What follows belongs to an exercise in optimizing a design on an open flow for small area, a short achievable clock period and few clock cycles; a production flow would make more cautious choices. Function was checked by simulation only, so behaviour that the tests miss may differ from the original.

`design/flow/run.sh`:
```
#!/bin/bash
# synth_recipe.tcl (not shown) runs the flow's synth.tcl, then flattens the netlist and writes it again
# the make line also repeats each setting of config.mk as NAME=value (left out here)
make -C /OpenROAD-flow-scripts/flow DESIGN_CONFIG=/design/flow/config.mk WORK_HOME=/design/flow/orfs CLKGATE_MAP_FILE= SYNTH_SCRIPT=/design/flow/synth_recipe.tcl finish
```
`design/flow/config.mk`:
```
export PLATFORM = sky130hd
export DESIGN_NAME = ahb_lite_fir_filter
export DESIGN_NICKNAME = ahb_lite_fir_filter
export VERILOG_FILES = /design/flow/design.v
export SDC_FILE = /design/flow/constraint.sdc
export NUM_CORES = 4
export LEC_CHECK = 0
export CAP_MARGIN = 20
export CORE_MARGIN = 2
export CORE_UTILIZATION = 40
export SLEW_MARGIN = 20
```
`design/flow/constraint.sdc`:
```
create_clock -name core_clock -period 11.0 [get_ports {clk}]
set_input_delay 2.2000 -clock core_clock [delete_from_list [all_inputs] [get_ports {clk}]]
set_output_delay 2.2000 -clock core_clock [all_outputs]
set_load 0.01 [all_outputs]
```
`design/flow/design.v`:
```
module flex_counter
#(
	parameter NUM_CNT_BITS = 4
)
(
	input wire clk,
	input wire n_rst,
	input wire clear,
	input wire count_enable,
	input wire [NUM_CNT_BITS-1:0]rollover_val,
	output reg [NUM_CNT_BITS-1:0]count_out,
	output reg rollover_flag
);
	reg [NUM_CNT_BITS-1:0] next_count;
	reg flag;
 	always_comb
	begin
		next_count = count_out;
		flag = rollover_flag;
		if (clear)
		begin
			next_count = 0;
			flag = 0;
		end		
		else if (count_enable)
		begin
			if (rollover_flag == 1'b1)
			begin
				next_count = 1;
			end
			else begin
				next_count = count_out + 1'b1;
			end
			if ((count_out + 1 == rollover_val) || (count_out == 1 && rollover_val == 1))
			begin
				flag = 1'b1;
			end
			else
			begin
				flag = 1'b0;
			end
		end
	end
	always_ff @(negedge n_rst, posedge clk)
	begin
		if(n_rst == 0)
		begin
			count_out <= 0;
			rollover_flag <= 1'b0;
		end
		else
		begin
			count_out <= next_count;
			rollover_flag <= flag;
		end
	end
endmodule
module counter
(
    input wire clk,
    input wire n_rst,
    input wire cnt_up,
    input wire clear,
    output reg one_k_samples
);
    wire [9:0] o;
    flex_counter #(
    	.NUM_CNT_BITS(10)
    )
    CORE (
	.clk(clk),
	.n_rst(n_rst),
	.clear(clear),
	.count_enable(cnt_up),
	.rollover_val(10'd1000),
	.count_out(o),
	.rollover_flag(one_k_samples)
    );
endmodule
module magnitude
(
   input wire [16:0] in,
   output reg [15:0] out
);
   always_comb
   begin: SIGNED
   	if (in [16] == 1'b1)
	    out = (~in[15:0] + 1'b1);
   	else
	    out = in[15:0];
   end
endmodule
module datapath_decode
(
  input  wire [2:0] op,
  output wire       w_en,
  output wire [1:0] w_data_sel,
  output wire [1:0] alu_op
);
  assign w_en          = (op != 3'b000);
  assign w_data_sel[1] = ~(op[1] & ~op[2]);
  assign w_data_sel[0] = ~w_data_sel[1] & op[0];
  assign alu_op[0]     = op[2] & ~op[0];
  assign alu_op[1]     = op[1] ? (op[2] & ~op[0]) : (op[2] & op[0]);
endmodule
module alu
(
  input  wire [16:0] src1_data,
  input  wire [16:0] src2_data,
  input  wire [1:0]  alu_op,
  output reg  [16:0] result,
  output reg         overflow
);
  wire [17:0] large_sum;
  wire [17:0] large_dif;
  wire [31:0] full_mult;
  assign large_sum = {src1_data[16], src1_data} + {src2_data[16], src2_data};
  assign large_dif = {src1_data[16], src1_data} - {src2_data[16], src2_data};
  assign full_mult = src1_data[15:0] * src2_data[15:0];
  always_comb
  begin
    case (alu_op)
      2'b00: begin
        result   = src1_data;
        overflow = 1'b0;
      end
      2'b01: begin
        result   = large_sum[16:0];
        overflow = large_sum[17] ^ large_sum[16];
      end
      2'b10: begin
        result   = large_dif[16:0];
        overflow = large_dif[17] ^ large_dif[16];
      end
      default: begin
        result   = {1'b0, full_mult[30:15]};
        overflow = full_mult[31];
      end
    endcase
  end
endmodule
module flex_sreg
#(
  parameter NUM_BITS = 17
)
(
  input  wire                clk,
  input  wire                n_reset,
  input  wire                write_enable,
  input  wire [NUM_BITS-1:0] new_value,
  output reg  [NUM_BITS-1:0] current_value
);
  always_ff @ (posedge clk, negedge n_reset)
  begin
    if (!n_reset)
      current_value <= '0;
    else if (write_enable)
      current_value <= new_value;
  end
endmodule
module register_file
(
  input  wire        clk,
  input  wire        n_reset,
  input  wire        w_en,
  input  wire [3:0]  r1_sel,
  input  wire [3:0]  r2_sel,
  input  wire [3:0]  w_sel,
  input  wire [16:0] w_data,
  output wire [16:0] r1_data,
  output wire [16:0] r2_data,
  output wire [16:0] outreg_data
);
  wire [16:0] regs_matrix [15:0];
  genvar i;
  generate
    for (i = 0; i < 16; i = i + 1) begin : genblk1
      flex_sreg #(.NUM_BITS(17)) REGX
      (
        .clk(clk),
        .n_reset(n_reset),
        .write_enable(w_en && (w_sel == i)),
        .new_value(w_data),
        .current_value(regs_matrix[i])
      );
    end
  endgenerate
  assign r1_data     = regs_matrix[r1_sel];
  assign r2_data     = regs_matrix[r2_sel];
  assign outreg_data = regs_matrix[0];
endmodule
module datapath
(
  input  wire        clk,
  input  wire        n_reset,
  input  wire [2:0]  op,
  input  wire [3:0]  src1,
  input  wire [3:0]  src2,
  input  wire [3:0]  dest,
  input  wire [15:0] ext_data1,
  input  wire [15:0] ext_data2,
  output wire [16:0] outreg_data,
  output wire        overflow
);
  wire        w_en;
  wire [1:0]  w_data_sel;
  wire [1:0]  alu_op;
  wire [16:0] src1_data;
  wire [16:0] src2_data;
  wire [16:0] alu_result;
  reg  [16:0] dest_data;
  datapath_decode DEC
  (
    .op(op),
    .w_en(w_en),
    .w_data_sel(w_data_sel),
    .alu_op(alu_op)
  );
  alu CORE
  (
    .src1_data(src1_data),
    .src2_data(src2_data),
    .alu_op(alu_op),
    .result(alu_result),
    .overflow(overflow)
  );
  register_file RF
  (
    .clk(clk),
    .n_reset(n_reset),
    .w_en(w_en),
    .r1_sel(src1),
    .r2_sel(src2),
    .w_sel(dest),
    .w_data(dest_data),
    .r1_data(src1_data),
    .r2_data(src2_data),
    .outreg_data(outreg_data)
  );
  always_comb
  begin
    if (w_data_sel[1])
      dest_data = alu_result;
    else if (w_data_sel[0])
      dest_data = {1'b0, ext_data2};
    else
      dest_data = {1'b0, ext_data1};
  end
endmodule
module controller
(
    input wire clk,
    input wire n_rst,
    input wire dr,
    input wire lc,
    input wire overflow,
    output reg cnt_up,
    output reg clear,
    output reg modwait,
    output reg [2:0] op,
    output reg [3:0] src1,
    output reg [3:0] src2,
    output reg [3:0] dest,
    output reg err
);
    typedef enum bit[4:0] {IDLE,  LOAD1, WAIT1, LOAD2, WAIT2, LOAD3,
               WAIT3, LOAD4, STORE, ZERO, SORT1, SORT2,
               SORT3, SORT4, MUL1, ADD1, MUL2, SUB1,
               MUL3, ADD2, MUL4, SUB2, EIDLE} stateType;
    stateType state;
    stateType next_state;
    always_ff @ (posedge clk, negedge n_rst)
    begin: STATE
    	if (!n_rst)
	    state <= IDLE;
	else
	    state <= next_state;
    end
    always_comb
    begin: PROCESS
      next_state = state;
      case(state)
	IDLE:begin
	      begin
		if (dr)	next_state = STORE;
	      end 
	      begin
		if (lc)	next_state = LOAD1;
	      end
	     end
	LOAD1:	next_state = WAIT1;
	WAIT1:	if (lc)	next_state = LOAD2;
		else next_state = WAIT1;
	LOAD2:	next_state = WAIT2;
	WAIT2:	if (lc)	next_state = LOAD3;
		else next_state = WAIT2;
	LOAD3:	next_state = WAIT3;
	WAIT3:	if (lc)	next_state = LOAD4;
		else next_state = WAIT3;
	LOAD4:	next_state = IDLE;
	STORE:	if (!dr) next_state = EIDLE;
		else next_state = ZERO;
	ZERO:	next_state = SORT1;
	SORT1:	next_state = SORT2;
	SORT2:	next_state = SORT3;
	SORT3:	next_state = SORT4;
	SORT4:	next_state = MUL1;
	MUL1:	next_state = ADD1;
	ADD1:  if (overflow) next_state = EIDLE;
	       else next_state = MUL2;
	MUL2: next_state = SUB1;
	SUB1: if (overflow) next_state = EIDLE;
	      else next_state = MUL3;
	MUL3: next_state = ADD2;
	ADD2:   if (overflow) next_state = EIDLE;
	        else next_state = MUL4;
	MUL4:	next_state = SUB2;
	SUB2:	if (overflow) next_state = EIDLE;
		else	next_state = IDLE;
	EIDLE: begin
		  if (lc)	next_state = LOAD1;
		  else if (dr)	next_state = STORE;
		  else next_state = EIDLE;
	     end
      endcase
    end
    always_comb
    begin: OUTPUT
      cnt_up = 1'b0;
      clear = 1'b0;
      modwait = 1'b1;
      op = 3'b000;
      src1 = 4'b0000;
      src2 = 4'b0000;
      dest = 4'b0000;
      err = 1'b0;
      case(state)
	IDLE: begin
		cnt_up = 1'b0;
		clear = 1'b0;
		modwait = 1'b0;
		op = 3'b000;
		src1 = 4'b0000;
		src2 = 4'b0000;
		dest = 4'b0000;
		err = 1'b0;
	      end
	LOAD1: begin
		cnt_up = 1'b0;
		clear = 1'b1;
		modwait = 1'b1;
		op = 3'b011;
		src1 = 4'd0;
		src2 = 4'd0;
		dest = 4'd9;
		err = 1'b0;
	      end
	WAIT1: begin
		cnt_up = 1'b0;
		clear = 1'b1;
		modwait = 1'b0;
		op = 3'b000;
		src1 = 4'd0;
		src2 = 4'd0;
		dest = 4'd0;
		err = 1'b0;
	      end
	LOAD2: begin
		cnt_up = 1'b0;
		clear = 1'b1;
		modwait = 1'b1;
		op = 3'b011;
		src1 = 4'd0;
		src2 = 4'd0;
		dest = 4'd8;
		err = 1'b0;
	      end
	WAIT2: begin
		cnt_up = 1'b0;
		clear = 1'b1;
		modwait = 1'b0;
		op = 3'b000;
		src1 = 4'b0000;
		src2 = 4'b0000;
		dest = 4'b0000;
		err = 1'b0;
	       end
	LOAD3: begin
		cnt_up = 1'b0;
		clear = 1'b1;
		modwait = 1'b1;
		op = 3'b011;
		src1 = 4'b0000;
		src2 = 4'b0000;
		dest = 4'd7;
		err = 1'b0;
	       end
	WAIT3: begin
		cnt_up = 1'b0;
		clear = 1'b1;
		modwait = 1'b0;
		op = 3'b000;
		src1 = 4'b0000;
		src2 = 4'b0000;
		dest = 4'b0000;
		err = 1'b0;
	       end
	LOAD4: begin
		cnt_up = 1'b0;
		clear = 1'b1;
		modwait = 1'b1;
		op = 3'b011;
		src1 = 4'b0000;
		src2 = 4'b0000;
		dest = 4'd6;
		err = 1'b0;
	       end
	STORE: begin
		cnt_up = 1'b0;
		clear = 1'b0;
		modwait = 1'b1;
		op = 3'b010;
		src1 = 4'b0000;
		src2 = 4'b0000;
		dest = 4'd5;
		err = 1'b0;
	      end
	ZERO: begin
		cnt_up = 1'b1;
		clear = 1'b0;
		modwait = 1'b1;
		op = 3'b101;
		src1 = 4'd5;
		src2 = 4'd5;
		dest = 4'b0000;
		err = 1'b0;
	      end
	SORT1: begin
		cnt_up = 1'b0;
		clear = 1'b0;
		modwait = 1'b1;
		op = 3'b001;
		src1 = 4'd2;
		src2 = 4'b0000;
		dest = 4'd1;
		err = 1'b0;
	      end
	SORT2: begin
		cnt_up = 1'b0;
		clear = 1'b0;
		modwait = 1'b1;
		op = 3'b001;
		src1 = 4'd3;
		src2 = 4'b0000;
		dest = 4'd2;
		err = 1'b0;
	      end
	SORT3: begin
		cnt_up = 1'b0;
		clear = 1'b0;
		modwait = 1'b1;
		op = 3'b001;
		src1 = 4'd4;
		src2 = 4'b0000;
		dest = 4'd3;
		err = 1'b0;
	      end
	SORT4: begin
		cnt_up = 1'b0;
		clear = 1'b0;
		modwait = 1'b1;
		op = 3'b001;
		src1 = 4'd5;
		src2 = 4'b0000;
		dest = 4'd4;
		err = 1'b0;
	      end
	MUL1: begin
		cnt_up = 1'b0;
		clear = 1'b0;
		modwait = 1'b1;
		op = 3'b110;
		src1 = 4'd1;
		src2 = 4'd6;
		dest = 4'd10;
		err = 1'b0;
	      end
	ADD1: begin
		cnt_up = 1'b0;
		clear = 1'b0;
		modwait = 1'b1;
		op = 3'b100;
		src1 = 4'd0;
		src2 = 4'd10;
		dest = 4'd0;
		err = 1'b0;
	      end
	MUL2: begin
		cnt_up = 1'b0;
		clear = 1'b0;
		modwait = 1'b1;
		op = 3'b110;
		src1 = 4'd2;
		src2 = 4'd7;
		dest = 4'd10;
		err = 1'b0;
	      end
	SUB1: begin
		cnt_up = 1'b0;
		clear = 1'b0;
		modwait = 1'b1;
		op = 3'b101;
		src1 = 4'd0;
		src2 = 4'd10;
		dest = 4'd0;
		err = 1'b0;
	      end
	MUL3: begin
		cnt_up = 1'b0;
		clear = 1'b0;
		modwait = 1'b1;
		op = 3'b110;
		src1 = 4'd3;
		src2 = 4'd8;
		dest = 4'd10;
		err = 1'b0;
	      end
	ADD2: begin
		cnt_up = 1'b0;
		clear = 1'b0;
		modwait = 1'b1;
		op = 3'b100;
		src1 = 4'd0;
		src2 = 4'd10;
		dest = 4'd0;
		err = 1'b0;
	      end
	MUL4: begin
		cnt_up = 1'b0;
		clear = 1'b0;
		modwait = 1'b1;
		op = 3'b110;
		src1 = 4'd4;
		src2 = 4'd9;
		dest = 4'd10;
		err = 1'b0;
	      end
	SUB2: begin
		cnt_up = 1'b0;
		clear = 1'b0;
		modwait = 1'b1;
		op = 3'b101;
		src1 = 4'd0;
		src2 = 4'd10;
		dest = 4'd0;
		err = 1'b0;
	      end
	EIDLE: begin
		cnt_up = 1'b0;
		clear = 1'b0;
		modwait = 1'b0;
		op = 3'b000;
		src1 = 4'b0000;
		src2 = 4'b0000;
		dest = 4'b0000;
		err = 1'b1;
	      end
      endcase
    end
endmodule
module fir_filter
(
  input wire clk,
  input wire n_reset,
  input wire [15:0] sample_data,
  input wire [15:0] fir_coefficient,
  input wire load_coeff,
  input wire data_ready,
  output reg one_k_samples,
  output reg modwait,
  output reg [15:0] fir_out,
  output reg err
);
  wire clear, cnt_up, overflow;
  wire [2:0] op;
  wire [3:0] src1;
  wire [3:0] src2;
  wire [3:0] dest;
  wire [16:0] outreg_data;
  controller CTRL
    (
	.clk(clk),
	.n_rst(n_reset),
	.dr(data_ready),
	.lc(load_coeff),
	.overflow(overflow),
	.cnt_up(cnt_up),
	.clear(clear),
	.modwait(modwait),
	.op(op),
	.src1(src1),
	.src2(src2),
	.dest(dest),
	.err(err)
    );
  counter COUNTER
    (
	.clk(clk),
	.n_rst(n_reset),
	.cnt_up(cnt_up),
	.clear(clear),
	.one_k_samples(one_k_samples)
    );
  magnitude MGNTD
    (
	.in(outreg_data),
	.out(fir_out)
    );
  datapath DTPATH
    (
	.clk(clk),
	.n_reset(n_reset),
	.op(op),
	.src1(src1),
	.src2(src2),
	.dest(dest),
	.ext_data1(sample_data),
	.ext_data2(fir_coefficient),
	.outreg_data(outreg_data),
	.overflow(overflow)
    );
endmodule
module coefficient_loader
(
  input wire clk,
  input wire n_reset,
  input wire new_coefficient_set,
  input wire modwait,
  output reg load_coeff,
  output reg [1:0] coefficient_num,
  output reg load_done
);
  typedef enum bit[3:0] {IDLE, LOAD1, WAIT1, LOAD2, WAIT2, LOAD3, WAIT3, LOAD4, WAIT4} stateType;
  stateType state;
  stateType next_state;
  always_ff @ (posedge clk, negedge n_reset)
  begin: STATE
    if (!n_reset)
      state <= IDLE;
    else
      state <= next_state;
  end
  always_comb
  begin: PROCESS
    next_state = state;
    case(state)
      IDLE: 	if (!modwait && new_coefficient_set)  next_state = LOAD1;
	    	else	next_state = IDLE;
      LOAD1: 	next_state = WAIT1;
      WAIT1:	if (!modwait)	next_state = LOAD2;
		else	next_state = WAIT1;
      LOAD2:	next_state = WAIT2;
      WAIT2:	if (!modwait)	next_state = LOAD3;
		else	next_state = WAIT2;
      LOAD3:	next_state = WAIT3;
      WAIT3:	if (!modwait)	next_state = LOAD4;
		else	next_state = WAIT3;
      LOAD4:	next_state = WAIT4;
      WAIT4:    next_state = IDLE;
    endcase
  end
  always_comb
  begin: OUTPUT
    load_coeff = 1'b0;
    coefficient_num = 2'd0;
    load_done = 1'b0;
    case(state)
      LOAD1: begin
		load_coeff = 1'b1;
		coefficient_num = 2'd0;
      end
      WAIT1: begin
               coefficient_num = 2'd0;
	 end
      LOAD2: begin
		load_coeff = 1'b1;
		coefficient_num = 2'd1;
      end
      WAIT2: begin
               coefficient_num = 2'd1;
	    end
      LOAD3: begin
		load_coeff = 1'b1;
		coefficient_num = 2'd2;
      end
      WAIT3: begin
               coefficient_num = 2'd2;
	 end
      LOAD4: begin
		load_coeff = 1'b1;
		coefficient_num = 2'd3;
      end
      WAIT4: begin;
	        load_done = 1'b1;
                coefficient_num = 2'd3;
             end
    endcase
  end
endmodule
module ahb_lite_slave
(
  input wire 	    clk,
  input wire 	    n_rst,
  output reg [15:0] sample_data,
  output reg 	    data_ready,
  output reg [15:0] fir_coefficient,
  output reg 	    new_coefficient_set,
  input wire [1:0]  coefficient_num,
  input wire 	    modwait, 
  input wire [15:0] fir_out,
  input wire 	    err,
  input wire        load_done,
  input wire 	    hsel,
  input wire [3:0]  haddr,
  input wire 	    hsize,
  input wire [1:0]  htrans,
  input wire 	    hwrite,
  input wire [15:0] hwdata,
  output reg [15:0] hrdata,
  output reg 	    hresp
);
  typedef enum bit[1:0] {IDLE, WRITE, READ, ERROR} stateType;
  stateType state;
  stateType next_state;
  reg [14:0][7:0] rf;
  reg [14:0][7:0] next_rf;
  reg [3:0] prev_haddr;
  reg prev_hsize;
  reg [2:0] next_data_ready;
  always_ff @ (posedge clk, negedge n_rst)
  begin: STATE
    if (!n_rst) begin
      state <= IDLE;
      rf[0] <= '0;
      rf[1] <= '0; 
      rf[2] <= '0;
      rf[3] <= '0; 
      rf[4] <= '0;
      rf[5] <= '0; 
      rf[6] <= '0;
      rf[7] <= '0; 
      rf[8] <= '0;
      rf[9] <= '0; 
      rf[10] <= '0;
      rf[11] <= '0; 
      rf[12] <= '0;
      rf[13] <= '0; 
      rf[14] <= '0;
      sample_data <= '0;
      fir_coefficient <= '0;
      new_coefficient_set <= 0;
      prev_haddr <= '0;
      prev_hsize <= '0;
      next_data_ready <= '0;
    end
    else begin
      state <= next_state;
      rf <= next_rf;
      sample_data <= {next_rf[5],next_rf[4]};
      if (coefficient_num == 2'd0) fir_coefficient <= {next_rf[7],next_rf[6]};
      else if (coefficient_num == 2'd1) fir_coefficient <= {next_rf[9],next_rf[8]};
      else if (coefficient_num == 2'd2) fir_coefficient <= {next_rf[11],next_rf[10]};
      else if (coefficient_num == 2'd3) fir_coefficient <= {next_rf[13],next_rf[12]};
      if (load_done) begin
        new_coefficient_set <= 1'b0; 
	rf[14] <= 8'd0;
      end
      else new_coefficient_set <= next_rf[14][0]; 
      prev_haddr <= haddr;
      prev_hsize <= hsize;
      if (htrans == 2'd2 && hsel && hwrite && (haddr == 4'd4 || haddr == 4'd5)) 
	 next_data_ready <= 3'b011;
      else
	next_data_ready <= {next_data_ready[1:0],1'b0};     
    end
  end
  always_comb
  begin: LOGIC
    next_state = state;
   hresp = 1'b0;
    case(state)
      IDLE: begin 
	     if (htrans == 2'd2 && hsel && hwrite) begin
		if (haddr == 4'd4 || haddr == 4'd5 || haddr == 4'd6 || 
                    haddr == 4'd7 || haddr == 4'd8 || haddr == 4'd9 || 
                    haddr == 4'd10 || haddr == 4'd11 || haddr == 4'd12 || 
                    haddr == 4'd13 || haddr == 4'd14)
		  next_state = WRITE;
		else begin
		  hresp = 1'b1;
                  next_state = ERROR;
		end
	     end
	     else if (htrans == 2'd2 && hsel && !hwrite) begin
	        if (haddr == 4'd15) begin
		  hresp = 1'b1;
		  next_state = ERROR;
		end
		else  
		  next_state = READ;
	     end
	     else
		next_state = IDLE;
	    end
      WRITE: begin 
	     if (htrans == 2'd0)
		next_state = IDLE;
	     else if (htrans == 2'd2 && hsel && !hwrite) begin
	        if (haddr == 4'd15) begin
		  hresp = 1'b1;
                  next_state = ERROR;
		end
		else  
		  next_state = READ;
	     end
	     else if (htrans == 2'd2 && hsel && hwrite) begin
		if (haddr == 4'd4 || haddr == 4'd5 || haddr == 4'd6 || 
                    haddr == 4'd7 || haddr == 4'd8 || haddr == 4'd9 || 
                    haddr == 4'd10 || haddr == 4'd11 || haddr == 4'd12 || 
                    haddr == 4'd13 || haddr == 4'd14)
		  next_state = WRITE;
		else begin
		  hresp = 1'b1;
		  next_state = ERROR; 
		end
	     end
	     else
		next_state = IDLE;
	    end
      READ:  begin 
	     if (htrans == 2'd0)
		next_state = IDLE;
	     else if (htrans == 2'd2 && hsel && hwrite) begin
		if (haddr == 4'd4 || haddr == 4'd5 || haddr == 4'd6 || 
                    haddr == 4'd7 || haddr == 4'd8 || haddr == 4'd9 || 
                    haddr == 4'd10 || haddr == 4'd11 || haddr == 4'd12 || 
                    haddr == 4'd13 || haddr == 4'd14)
		  next_state = WRITE;
		else begin
		  hresp = 1'b1;
		  next_state = ERROR; 
		end
	     end
	     else if (htrans == 2'd2 && hsel && !hwrite) begin
	        if (haddr == 4'd15) begin
		  hresp = 1'b1;
                  next_state = ERROR;
		end
		else  
		  next_state = READ;
	     end
	     else
		next_state = IDLE;
      end  
      ERROR:  begin 
	     if (htrans == 2'd0)
		next_state = IDLE;
	     else if (htrans == 2'd2 && hsel && hwrite) begin
		if (haddr == 4'd4 || haddr == 4'd5 || haddr == 4'd6 || 
                    haddr == 4'd7 || haddr == 4'd8 || haddr == 4'd9 || 
                    haddr == 4'd10 || haddr == 4'd11 || haddr == 4'd12 || 
                    haddr == 4'd13 || haddr == 4'd14)
		  next_state = WRITE;
		else begin
		  hresp = 1'b1;
		  next_state = ERROR; 
		end
	     end
	     else if (htrans == 2'd2 && hsel && !hwrite) begin
	        if (haddr == 4'd15) begin
		  hresp = 1'b1;
                  next_state = ERROR;
		end
		else  
		  next_state = READ;
	     end
	     else
		next_state = IDLE;
	   end
    endcase 
  end
  always_comb
    begin: OUTPUT
    next_rf = rf;   
    hrdata ='0;
    data_ready = next_data_ready[2];
    if (new_coefficient_set)  next_rf[0] = 8'd1;
    else if (modwait)  next_rf[0] = 8'd1;
    else next_rf[0] = 8'd0; 
    next_rf[1] = {7'd0,err};
    next_rf[2] = fir_out[7:0];
    next_rf[3] = fir_out[15:8]; 
    next_rf[4] = sample_data[7:0];
    next_rf[5] = sample_data[15:8];
    next_rf[6] = rf[6];
    next_rf[7] = rf[7]; 
    next_rf[8] = rf[8];
    next_rf[9] = rf[9]; 
    next_rf[10] = rf[10];
    next_rf[11] = rf[11]; 
    next_rf[12] = rf[12];
    next_rf[13] = rf[13]; 
    next_rf[14] = {7'd0, new_coefficient_set};
    case(state)
      WRITE: begin
	      if (prev_hsize == 1'b0)
		if (prev_haddr % 2 == 0) 
		  next_rf [prev_haddr] = hwdata[7:0];
	        else  
		  next_rf [prev_haddr] = hwdata[15:8];
	      else begin
		 if (prev_haddr == 4'he) begin
		    next_rf [prev_haddr] = hwdata[7:0];
		 end
		 else if (prev_haddr % 2 == 0) begin  
	           next_rf [prev_haddr] = hwdata[7:0];
		   next_rf [prev_haddr+1'b1] = hwdata[15:8];
		 end
		 else begin  
		   next_rf [prev_haddr-1'b1] = hwdata[7:0];
		   next_rf [prev_haddr] = hwdata[15:8];
		 end
	      end
	     end
      READ: begin
	      if (prev_hsize == 1'b0)
		if (prev_haddr % 2 == 0) 
		  hrdata = {8'd0,next_rf[prev_haddr]};
	        else  
		  hrdata = {next_rf[prev_haddr],8'd0};
	      else begin
		 if (prev_haddr == 4'he)
		   hrdata = {8'd0, next_rf[prev_haddr]};
		 else if (prev_haddr % 2 == 0)  
	            hrdata = {next_rf[prev_haddr+1'b1],next_rf[prev_haddr]};
		 else  
		    hrdata = {next_rf[prev_haddr],next_rf[prev_haddr-1'b1]};
	      end
	     end
    endcase 
  end 
endmodule
module ahb_lite_fir_filter
(
  input wire clk,
  input wire n_rst,
  input wire hsel,
  input wire [3:0] haddr,
  input wire hsize,
  input wire [1:0] htrans,
  input wire hwrite,
  input wire [15:0] hwdata,
  output reg [15:0] hrdata,
  output reg hresp
);
  wire data_ready, new_coefficient_set, modwait, err, load_coeff, load_done;
  wire [15:0] fir_coefficient;
  wire [15:0] fir_out;
  wire [15:0] sample_data; 
  wire [1:0] coefficient_num;
  ahb_lite_slave CTRL
  (
    .clk(clk),
    .n_rst(n_rst),
    .sample_data(sample_data),
    .data_ready(data_ready),
    .fir_coefficient(fir_coefficient),
    .new_coefficient_set(new_coefficient_set),
    .coefficient_num(coefficient_num),
    .modwait(modwait), 
    .fir_out(fir_out),
    .err(err),
    .load_done(load_done),
    .hsel(hsel),
    .haddr(haddr),
    .hsize(hsize),
    .htrans(htrans),
    .hwrite(hwrite),
    .hwdata(hwdata),
    .hrdata(hrdata),
    .hresp(hresp)
  );
  coefficient_loader LOADER
  (
    .clk(clk),
    .n_reset(n_rst),
    .new_coefficient_set(new_coefficient_set),
    .modwait(modwait),
    .load_coeff(load_coeff),
    .coefficient_num(coefficient_num),
    .load_done(load_done)
  );
  fir_filter FILTER
  (
    .clk(clk),
    .n_reset(n_rst),
    .sample_data(sample_data),
    .fir_coefficient(fir_coefficient),
    .load_coeff(load_coeff),
    .data_ready(data_ready),
    .one_k_samples(),
    .modwait(modwait),
    .fir_out(fir_out),
    .err(err)
  );
endmodule
```
==> results of run 1 <==
-- state kept, by name, indices dropped and copies added (netlist names) --
name,count
CTRL.sample_data,15
CTRL.prev_hsize,1
FILTER.CTRL.state,5
CTRL.fir_coefficient,16
FILTER.DTPATH.RF.genblk1.REGX.current_value,272
CTRL.next_data_ready,3
CTRL.state,2
CTRL.prev_haddr,4
CTRL.rf,65
LOADER.state,4
CTRL.new_coefficient_set,1
-- final timing paths --
path	start	to	slack, ns	depth (start not counted)
max	FILTER.CTRL.state[1]$_DFFE_PN0P_	register	0.48	34
min	CTRL.next_data_ready[0]$_DFF_PN0_	CTRL.next_data_ready[1]$_DFF_PN0_	0.44	1
max reg2reg	FILTER.CTRL.state[1]$_DFFE_PN0P_	register	0.48	34
min reg2reg	CTRL.next_data_ready[0]$_DFF_PN0_	CTRL.next_data_ready[1]$_DFF_PN0_	0.44	1
max in group asynchronous	n_rst	CTRL.prev_hsize$_DFF_PN0_	7.74	2
min in group asynchronous	n_rst	async pin	1.69	1
-- repair_timing --
action / in CTS / in global routing
setup endpoints to repair: 0 / 67
resized for setup: 0 / 3
hold endpoints to repair: 0 / 0
-- cells by family (layout without fill, tap and decap cells) --
group | count (synthesis) | count (layout) | share of synthesized area, %
multiplexers | 136 | 136 | 5.25
buffers and inverters | 631 | 605 | 6.94
AND/OR/NAND/NOR | 1451 | 1451 | 18.1
flip-flops | 388 | 388 | 27.4
other | 0 | 2 | 0
AO/OA/AOI/OAI | 1316 | 1316 | 24.5
adder cells (fa/ha/maj) | 357 | 357 | 16.7
XOR/XNOR | 41 | 41 | 1.05
-- cell usage in the layout (no fill, tap or decap), types with 13 or more instances in the layout --
cell	n
sky130_fd_sc_hd__o22ai_1	50
sky130_fd_sc_hd__o221ai_1	21
sky130_fd_sc_hd__nand3_1	97
sky130_fd_sc_hd__o22a_1	22
sky130_fd_sc_hd__o21ai_0	320
sky130_fd_sc_hd__nor3_1	63
sky130_fd_sc_hd__and3_1	24
sky130_fd_sc_hd__inv_1	306
sky130_fd_sc_hd__ha_1	162
sky130_fd_sc_hd__and2_1	56
sky130_fd_sc_hd__xor2_1	14
sky130_fd_sc_hd__mux2_2	32
sky130_fd_sc_hd__a21oi_1	273
sky130_fd_sc_hd__buf_4	165
sky130_fd_sc_hd__nand2_1	710
sky130_fd_sc_hd__xnor2_1	25
sky130_fd_sc_hd__mux2i_1	67
sky130_fd_sc_hd__clkbuf_16	45
sky130_fd_sc_hd__a22o_1	31
sky130_fd_sc_hd__o31ai_1	34
sky130_fd_sc_hd__a211oi_1	29
sky130_fd_sc_hd__nand2b_1	27
sky130_fd_sc_hd__nor2_1	320
sky130_fd_sc_hd__dfrtp_1	384
sky130_fd_sc_hd__a32oi_1	26
sky130_fd_sc_hd__nand4_1	38
sky130_fd_sc_hd__clkdlybuf4s50_1	42
sky130_fd_sc_hd__nor2b_1	23
sky130_fd_sc_hd__a21o_1	29
sky130_fd_sc_hd__mux4_2	37
sky130_fd_sc_hd__fa_1	195
sky130_fd_sc_hd__o21ai_1	54
sky130_fd_sc_hd__a221o_1	13
sky130_fd_sc_hd__a221oi_1	53
sky130_fd_sc_hd__a22oi_1	140
sky130_fd_sc_hd__a31oi_1	34
sky130_fd_sc_hd__o211ai_1	24
-- area by class of cell --
| cell class | instances | area, sq um | share of cell area, % |
|---|---|---|---|
| Antenna cell | 2 | 5.00 | 0.0128 |
| Clock buffer | 55 | 1230 | 3.17 |
| Clock inverter | 27 | 230 | 0.591 |
| Inverter | 313 | 1170 | 3.02 |
| Multi-Input combinational cell | 3301 | 23400 | 60.1 |
| Sequential cell | 388 | 9720 | 24.9 |
| Tap cell | 1165 | 1460 | 3.74 |
| Timing Repair Buffer | 210 | 1710 | 4.40 |
-- through the flow --
stage          hold WS (ns)  std cells  utilization (%)  worst slack, ns
6_report              0.438       5461             44.2            0.482
5_1_grt               0.466       5459             44.2          0.00263
4_1_cts               0.440       5459             44.2            0.357
3_5_place_dp          0.426       5377             42.5            0.410
3_3_place_gp          0.421       5377             42.5            0.683
2_1_floorplan         0.408       4320                -             1.97
-- critical path: cells and delay by family (launching register included) --
family                   cells  cell delay, ns
buffers and inverters        8            1.40
AND/OR/NAND/NOR              9            1.63
AO/OA/AOI/OAI                9            3.06
flip-flops                   1            0.51
adder cells (fa/ha/maj)      8            3.74
-- routing by layer --
metal / vias up / wire length, microns / part of all wire (%) / track usage [%]
met5: - / 0 / 0 / 0
met4: 0 / 7670 / 5.1 / 14.7
met3: 420 / 17000 / 11 / 8.30
met2: 2166 / 63000 / 42 / 47.9
met1: 17100 / 61600 / 41 / 45.0
li1: 15200 / - / - / -
==> run notes, run 1 <==
----------------------------------------------------
[Floorplanning]
  Initial standard-cell utilization of the core ... 40.3%
  Die height ... 302 microns
  Area of the placeable core ... 88100 sq um
  Num rows ... 109
  Ports ... 44
  Total die area ... 91100 sq um
  Horiz. Die Dim ... 302 microns

[Final layout]
  Final Cell Area ... 39000 sq um
  P&R area growth vs syn ... 9.78%
  Nets ... 4643
  Ratio of cells with drive above 1 in the final layout ... 9.50%
  Total of fill cells in the finished design ... 8826

[Worst setup path]
  Type of element capturing the critical path ... register
  Kind of start point of the critical path ... register
  Dominant cell type by count on the critical path ... sky130_fd_sc_hd__fa_1
  WS Path Type ... reg -> reg
  Largest stage delay on the critical path ... 0.93 ns
  CP required ... 11.50 ns
  Data arrival time of the critical path ... 11.02 ns
  CP max stage cell ... sky130_fd_sc_hd__a2111oi_4
  Biggest fanout along the worst timing path ... 16

[STA]
  Tightest slew margin relative to the limit ... 18.2%
  Setup Skew ... 0.0260 ns
  Worst-Margin Slew ... 1.23 ns
  Total Neg Setup Slack ... 0 ns
  Minimum period implied by the final worst setup slack ... 10.52 ns
  Final worst-path cycle share ... 95.6%
  Final number of setup-violating endpoints ... 0
  Highest clock rate ... 95.1 MHz
  Number of failing hold endpoints at the final stage ... 0
  Slew Viols, Final ... 0
  Unrepaired setup endpoints after global routing ... false

[Detailed routing]
  Routed wire length per instance ... 27.3 microns
  Number of routed nets with antenna violations ... 0
  Routed via count ... 34900
  Via density per instance ... 6.39
  Number of remaining DRC errors ... 0
  Count of routing violations after the opening detailed-route iteration ... 4632
  Pre-antenna DRT Iters ... 7
  Detailed-route wire length ... 149 mm

[Clock network]
  Max Buffers Root-to-Sink ... 3
  Setup Fix Bufs, Post-CTS ... 0
  TritonCTS clock tree ... done
  CTS sink count ... 388
  Clock Pin Slew Worst Setup and Hold Paths ... 0.06 ns
  Clock network latency to the later pin of the worst-skew pair ... 0.61 ns
  Level count of the clock H-tree ... 2
  CTS hold repair buffers ... 0
  Num CTS Buffers ... 45
  Clock root buffer ... sky130_fd_sc_hd__clkbuf_16

[Synth]
  Synthesized instance count ... 4320
  Flip-flop and latch count after synthesis ... 388
  Post-Syn Area per Cell ... 8.21 sq um
  Fraction of the yosys area taken by sequential cells ... 27.4%
  Yosys cell types ... 103
  Main flop type after synthesis ... sky130_fd_sc_hd__dfrtp_1
  Area contributors post-synth ... sky130_fd_sc_hd__dfrtp_1 27%, sky130_fd_sc_hd__fa_1 11%, sky130_fd_sc_hd__nand2_1 7.5%, sky130_fd_sc_hd__ha_1 5.7%, sky130_fd_sc_hd__o21ai_0 4.5%
  Yosys warning count ... 9
  Summed instance area of the synthesized netlist ... 35500 sq um
  Leading area contributor after synthesis ... sky130_fd_sc_hd__dfrtp_1
  Count of flip-flops with a built-in enable after synthesis ... 0
  Area share of the leading cell type in the synthesized netlist ... 27.4%
  Proportion of register bits with asynchronous set or reset after synthesis ... 100%
  Top post-synthesis cells by count ... 712 x sky130_fd_sc_hd__nand2_1, 388 x sky130_fd_sc_hd__dfrtp_1, 326 x sky130_fd_sc_hd__nor2_1, 321 x sky130_fd_sc_hd__o21ai_0, 306 x sky130_fd_sc_hd__inv_1
  Synthesized net count ... 4704
  Most frequent cell after synthesis ... sky130_fd_sc_hd__nand2_1

[Global route]
  First-pass GRT wire length ... 223 mm
  Largest net degree at the start of global routing ... 119
  Initial antenna violation count ... 0
  Total track usage ... 32.5%
  Via count of the first global-routing pass ... 33600
  Remaining Overflow, GRT ... 0

[Placed design]
  Post-DP Area ... 37500 sq um
  DPL Wire Length ... 110 mm
  RePlAce Congestion ... 0.996
  Port Buf Inserts ... 43

[Outcome]
  Outcome ... no timing/DRC/antenna violations

[Min path]
  Worst min-delay path class ... reg -> reg

[Run]
  Max-cap check violation count ... 0

----------------------------------------------------
Testbench counts, summed over its fixed seeds: cycles 15,160.
==> run 2: changes to the inputs <==
==> design/flow/design.v (replaced) <==
module ahb_lite_fir_filter
(
  input  wire        clk,
  input  wire        n_rst,
  input  wire        hsel,
  input  wire [3:0]  haddr,
  input  wire        hsize,
  input  wire [1:0]  htrans,
  input  wire        hwrite,
  input  wire [15:0] hwdata,
  output reg  [15:0] hrdata,
  output reg         hresp
);
  wire xfer   = hsel & (htrans == 2'd2);
  wire wr_ok  = (haddr >= 4'd4) & (haddr <= 4'd14);
  always_comb hresp = xfer & (hwrite ? ~wr_ok : (haddr == 4'd15));
  reg        wp;           
  reg [3:0]  pa;           
  reg        ps;           
  always_ff @(posedge clk, negedge n_rst)
    if (!n_rst) wp <= 1'b0;
    else        wp <= xfer & hwrite & wr_ok;
  always_ff @(posedge clk) begin
    pa <= haddr;
    ps <= hsize;
  end
  wire wlo = wp & (ps | ~pa[0]);
  wire whi = wp & (ps |  pa[0]);
  reg [15:0] smp;                  
  reg [15:0] f0, f1, f2, f3;       
  reg [15:0] c0, c1, c2, c3;       
  reg [15:0] x1, x2;               
  reg [17:0] acc;                  
  reg [15:0] res;                  
  reg        rneg;                 
  reg        err;
  reg        go;                   
  reg [1:0]  pc;                   
  wire sel_smp = pa[3:1] == 3'd2;
  wire start   = wp & sel_smp;
  wire load    = wp & (pa == 4'd14) & hwdata[0];
  wire [15:0] smp_n = {whi & sel_smp ? hwdata[15:8] : smp[15:8],
                       wlo & sel_smp ? hwdata[7:0]  : smp[7:0]};
  reg  [15:0] ma, mb;
  always_comb begin
    if (go)              begin ma = smp; mb = c0; end
    else if (pc == 2'd1) begin ma = smp; mb = c1; end
    else if (pc == 2'd2) begin ma = x1;  mb = c2; end
    else                 begin ma = x2;  mb = c3; end
  end
  wire [31:0] prod = ma * mb;
  wire [15:0] m    = prod[30:15];
  wire        sub  = go | (pc == 2'd2);
  wire [17:0] opa  = (pc == 2'd1 && !go) ? 18'd0 : acc;
  wire [17:0] sum  = sub ? opa - {2'b0, m} : opa + {2'b0, m};
  wire ovf3 = ~acc[17] & acc[16];           
  wire ovf4 = sum[17] & ~sum[16];           
  always_ff @(posedge clk, negedge n_rst) begin
    if (!n_rst) begin
      smp <= '0;
      f0 <= '0; f1 <= '0; f2 <= '0; f3 <= '0;
      c0 <= '0; c1 <= '0; c2 <= '0; c3 <= '0;
      x1 <= '0; x2 <= '0;
      acc <= '0;
      res <= '0;
      rneg <= 1'b0;
      err <= 1'b0;
      go <= 1'b0;
      pc <= 2'd0;
    end else begin
      smp <= smp_n;
      if (wlo && pa[3:1] == 3'd3) f0[7:0]  <= hwdata[7:0];
      if (whi && pa[3:1] == 3'd3) f0[15:8] <= hwdata[15:8];
      if (wlo && pa[3:1] == 3'd4) f1[7:0]  <= hwdata[7:0];
      if (whi && pa[3:1] == 3'd4) f1[15:8] <= hwdata[15:8];
      if (wlo && pa[3:1] == 3'd5) f2[7:0]  <= hwdata[7:0];
      if (whi && pa[3:1] == 3'd5) f2[15:8] <= hwdata[15:8];
      if (wlo && pa[3:1] == 3'd6) f3[7:0]  <= hwdata[7:0];
      if (whi && pa[3:1] == 3'd6) f3[15:8] <= hwdata[15:8];
      if (start) begin
        x1 <= smp;
        x2 <= x1;
      end
      go <= start;
      if (load) begin
        c0 <= f0; c1 <= f1; c2 <= f2; c3 <= f3;
        err <= 1'b0;
        pc <= 2'd1;
      end else if (go) begin
        pc <= 2'd1;
      end else if (pc != 2'd0) begin
        pc <= pc + 2'd1;
      end
      if (go) begin
        err  <= ovf3 | ovf4;
        res  <= sum[15:0];
        rneg <= sum[17];
      end else begin
        if (pc != 2'd0)
          acc <= sum;
        if (rneg) begin
          res  <= -res;
          rneg <= 1'b0;
        end
      end
    end
  end
  reg [7:0] blo, bhi;
  always_comb begin
    case (pa[3:1])
      3'd0:    begin blo = {7'b0, go}; bhi = {7'b0, err}; end
      3'd1:    begin blo = res[7:0];   bhi = res[15:8];   end
      3'd2:    begin blo = smp[7:0];   bhi = smp[15:8];   end
      3'd3:    begin blo = f0[7:0];    bhi = f0[15:8];    end
      3'd4:    begin blo = f1[7:0];    bhi = f1[15:8];    end
      3'd5:    begin blo = f2[7:0];    bhi = f2[15:8];    end
      3'd6:    begin blo = f3[7:0];    bhi = f3[15:8];    end
      default: begin blo = 8'd0;       bhi = 8'd0;        end
    endcase
    hrdata = {(ps | pa[0]) ? bhi : 8'd0, (ps | ~pa[0]) ? blo : 8'd0};
  end
endmodule
==> run 2 against run 1 <==
Effect of this change:
- via count down 58%
- non-clock buffer count down 120
- sequential cell count decreased by 167
- critical path depth up 4
- setup slack better by 0.22 ns
==> run notes, run 2 <==
----------------------------------------------------
[Outcome]
  Outcome ... no timing/DRC/antenna violations (unchanged)

[Global route]
  Via count of the first global-routing pass ... 15500 (was 33600)
  Initial antenna violation count ... 0 (unchanged)
  Total track usage ... 22.3% (was 32.5%)
  First-pass GRT wire length ... 87.4 mm (was 223 mm)
  Largest net degree at the start of global routing ... 84 (was 119)
  Remaining Overflow, GRT ... 0 (unchanged)

[Min path]
  Min-delay src ... acc[13]$_DFFE_PN0P_ (was CTRL.next_data_ready[0]$_DFF_PN0_)
  Worst min-delay path class ... reg -> reg (unchanged)

[Worst setup path]
  Data arrival time of the critical path ... 10.69 ns (was 11.02 ns)
  Biggest fanout along the worst timing path ... 17 (was 16)
  CP max stage cell ... sky130_fd_sc_hd__fa_1 (was sky130_fd_sc_hd__a2111oi_4)
  CP required ... 11.39 ns (was 11.50 ns)
  Number of buffer and inverter stages on the critical path ... 6 (was 8)
  Kind of start point of the critical path ... register (unchanged)
  Launch point of the critical path ... pc[0]$_DFFE_PN0P_ (was FILTER.CTRL.state[1]$_DFFE_PN0P_)
  Family of cells with the greatest summed delay on the critical path ... adder cells (unchanged)
  RR Startpoint ... pc[0]$_DFFE_PN0P_ (was FILTER.CTRL.state[1]$_DFFE_PN0P_)
  Largest stage delay on the critical path ... 0.57 ns (was 0.93 ns)
  Type of element capturing the critical path ... register (unchanged)
  Dominant cell type by count on the critical path ... sky130_fd_sc_hd__fa_1 (unchanged)
  WS Path Type ... reg -> reg (unchanged)

[STA]
  Unrepaired setup endpoints after global routing ... false (unchanged)
  Setup Skew ... 0.0303 ns (was 0.0260 ns)
  Final number of setup-violating endpoints ... 0 (unchanged)
  Highest clock rate ... 97.1 MHz (was 95.1 MHz)
  Minimum period implied by the final worst setup slack ... 10.30 ns (was 10.52 ns)
  Tightest slew margin relative to the limit ... 31.2% (was 18.2%)
  Number of failing hold endpoints at the final stage ... 0 (unchanged)
  Worst-Margin Slew ... 1.03 ns (was 1.23 ns)
  Final worst-path cycle share ... 93.6% (was 95.6%)
  Total Neg Setup Slack ... 0 ns (unchanged)
  Slew Viols, Final ... 0 (unchanged)

[Detailed routing]
  Detailed-route wire length ... 54.5 mm (was 149 mm)
  Number of routed nets with antenna violations ... 0 (unchanged)
  Number of remaining DRC errors ... 0 (unchanged)
  Pre-antenna DRT Iters ... 5 (was 7)
  Routed wire length per instance ... 20.4 microns (was 27.3 microns)
  Routed via count ... 14700 (was 34900)
  Count of routing violations after the opening detailed-route iteration ... 1104 (was 4632)
  Via density per instance ... 5.51 (was 6.39)

[Final layout]
  Most common cell after layout, fill and taps aside ... sky130_fd_sc_hd__inv_1 (was sky130_fd_sc_hd__nand2_1)
  P&R area growth vs syn ... 10.7% (was 9.78%)
  Register name with the most flops ... acc (was FILTER.DTPATH.RF.genblk1.REGX.current_value)
  Ratio of cells with drive above 1 in the final layout ... 14.8% (was 9.50%)
  Max FFs per register ... 18 (was 272)
  Leading cell types in the layout, fill and taps excluded ... 247 x sky130_fd_sc_hd__inv_1, 230 x sky130_fd_sc_hd__nand2_1, 215 x sky130_fd_sc_hd__dfrtp_1 (was 710 x sky130_fd_sc_hd__nand2_1, 384 x sky130_fd_sc_hd__dfrtp_1, 320 x sky130_fd_sc_hd__nor2_1, 320 x sky130_fd_sc_hd__o21ai_0, 306 x sky130_fd_sc_hd__inv_1)
  Antenna Diode Count ... 0 (was 2)
  Nets ... 2375 (was 4643)
  Final cell utilization of the core ... 44.6% (was 44.2%)

[Floorplanning]
  Total die area ... 50800 sq um (was 91100 sq um)
  Area of the placeable core ... 48600 sq um (was 88100 sq um)
  Num rows ... 81 (was 109)
  Die height ... 225 microns (was 302 microns)
  Initial standard-cell utilization of the core ... 40.3% (about the same)
  Horiz. Die Dim ... 225 microns (was 302 microns)
  Ports ... 44 (unchanged)

[Synth]
  Synthesized instance count ... 1999 (was 4320)
  Post-Syn Area per Cell ... 9.80 sq um (was 8.21 sq um)
  Most frequent cell after synthesis ... sky130_fd_sc_hd__inv_1 (was sky130_fd_sc_hd__nand2_1)
  Synthesized net count ... 2338 (was 4704)
  Leading area contributor after synthesis ... sky130_fd_sc_hd__dfrtp_1 (unchanged)
  Count of flip-flops with a built-in enable after synthesis ... 0 (unchanged)
  Main flop type after synthesis ... sky130_fd_sc_hd__dfrtp_1 (unchanged)
  Area share of the leading cell type in the synthesized netlist ... 27.6% (was 27.4%)
  Top post-synthesis cells by count ... 247 x sky130_fd_sc_hd__inv_1, 230 x sky130_fd_sc_hd__nand2_1, 216 x sky130_fd_sc_hd__dfrtp_1, 193 x sky130_fd_sc_hd__fa_1, 190 x sky130_fd_sc_hd__nor2_1 (was 712 x sky130_fd_sc_hd__nand2_1, 388 x sky130_fd_sc_hd__dfrtp_1, 326 x sky130_fd_sc_hd__nor2_1, 321 x sky130_fd_sc_hd__o21ai_0, 306 x sky130_fd_sc_hd__inv_1)
  Area contributors post-synth ... sky130_fd_sc_hd__dfrtp_1 28%, sky130_fd_sc_hd__fa_1 20%, sky130_fd_sc_hd__mux2_2 11%, sky130_fd_sc_hd__ha_1 7.6%, sky130_fd_sc_hd__inv_1 4.7% (was sky130_fd_sc_hd__dfrtp_1 27%, sky130_fd_sc_hd__fa_1 11%, sky130_fd_sc_hd__nand2_1 7.5%, sky130_fd_sc_hd__ha_1 5.7%, sky130_fd_sc_hd__o21ai_0 4.5%)
  Fraction of the yosys area taken by sequential cells ... 28.1% (was 27.4%)
  Summed instance area of the synthesized netlist ... 19600 sq um (was 35500 sq um)
  Proportion of register bits with asynchronous set or reset after synthesis ... 97.7% (was 100%)
  Yosys cell types ... 70 (was 103)
  Flip-flop and latch count after synthesis ... 221 (was 388)
  Yosys warning count ... 1 (was 9)

[Run]
  Max-cap check violation count ... 0 (unchanged)

[Clock network]
  CTS hold repair buffers ... 0 (unchanged)
  TritonCTS clock tree ... done (unchanged)
  Max Buffers Root-to-Sink ... 3 (unchanged)
  Clock Pin Slew Worst Setup and Hold Paths ... 0.06 ns (about the same)
  Level count of the clock H-tree ... 1 (was 2)
  CTS sink count ... 221 (was 388)
  Clock root buffer ... sky130_fd_sc_hd__clkbuf_16 (unchanged)
  Num CTS Buffers ... 23 (was 45)
  Clock network latency to the later pin of the worst-skew pair ... 0.55 ns (was 0.61 ns)

[Placed design]
  Port Buf Inserts ... 43 (unchanged)
  DPL Wire Length ... 41.2 mm (was 110 mm)
  RePlAce Congestion ... 0.945 (was 0.996)

----------------------------------------------------
## run 2: metal layers
metal | part of all wire, % | global-route usage, %
met1 | 43 | 29.5
met2 | 46 | 36.8
met3 | 6.2 | 3.32
met4 | 4.5 | 9.38
met5 | 0 | 0
## run 2: cell families (layout without fill, tap and decap cells)
group / count (synthesis) / count (layout) / share of synthesized area, %
compound gates: 295 / 295 / 10.2
fa+ha+maj: 312 / 312 / 27.3
buf+inv: 325 / 379 / 6.27
flops: 221 / 221 / 28.1
simple gates: 556 / 556 / 12.4
mux: 226 / 226 / 12.9
xor+xnor: 64 / 64 / 2.86
## run 2: stage by stage
| step | worst slack [ns] | hold slack [ns] | cells | instance area, sq um |
|---|---|---|---|---|
| after detailed placement | 0.565 | 0.460 | 2633 | 20900 |
| after CTS | 0.494 | 0.476 | 2675 | 21600 |
| after global routing | 0.00478 | 0.495 | 2675 | 21700 |
| after floorplan | 0.825 | 0.437 | 1999 | 19600 |
| final | 0.702 | 0.471 | 2675 | 21700 |
| after global placement | 0.706 | 0.452 | 2633 | 20900 |
## run 2: worst paths after layout
path / depth (start not counted) / end / slack (ns)
setup / recovery: 38 / acc[16]$_DFFE_PN0P_ / 0.70
hold / removal: 2 / acc[13]$_DFFE_PN0P_ / 0.47
setup reg to reg: 38 / acc[16]$_DFFE_PN0P_ / 0.70
hold reg to reg: 2 / acc[13]$_DFFE_PN0P_ / 0.47
max in group asynchronous: 2 / acc[10]$_DFFE_PN0P_ / 7.94
min in group asynchronous: 1 / f0[6]$_DFFE_PN0P_ / 1.61
## run 2: timing repair
action / 4_1_cts / 5_1_grt
endpoints found under the setup margin: 0 / 4
resized for setup: 0 / 9
setup buffers: 0 / 0
## run 2: final cells by class
type / instances / area (sq um)
Inverter: 247 / 927
Sequential cell: 221 / 5510
Fill cell: 4711 / 27000
Tap cell: 622 / 778
Timing Repair Buffer: 90 / 792
Clock inverter: 7 / 58.8
Clock buffer: 35 / 671
Multi-Input combinational cell: 1453 / 13000
## run 2: worst reg2reg max path, delay by kind of cell, from the launching register on
| family | cells | cell delay, ns |
|---|---|---|
| simple gates | 8 | 1.55 |
| fa+ha+maj | 10 | 4.28 |
| mux | 1 | 0.31 |
| flops | 1 | 0.41 |
| xor+xnor | 3 | 0.88 |
| compound gates | 10 | 2.05 |
| buf+inv | 6 | 0.71 |
Testbench counts of run 2, summed over its fixed seeds: cycles 4,104.

## what the ideal ports hide
Ports are ideal in the flow. The routed layouts listed here were re-timed in OpenROAD.
Step 1 sets driving cells, clkbuf_16 on the clock port and buf_2 on the other inputs (assumed; they add their load-dependent delay and slew).
Step 2, shift: input delay + t, output delay - t, t = (earliest + latest rising clock arrival at the registers) / 2. This alone moves slack from input paths to output paths.
Slacks: no drivers / after step 1 / after step 2; pairs: no drivers / after step 1.
| run | t (ns) | slack for setup (ns) | hold WS [ns] | clock arrival spread, ns | worst register clock-pin slew, ns |
|---|---|---|---|---|---|
| run 1 | 0.674 | 0.482 / 0.482 / 0.482 | 0.438 / 0.438 / 0.438 | 0.030 / 0.029 | 0.07 / 0.07 |
| run 2 | 0.584 | 0.702 / 0.702 / 0.702 | 0.471 / 0.471 / 0.471 | 0.031 / 0.030 | 0.07 / 0.07 |
After both steps every run listed still meets setup and hold.
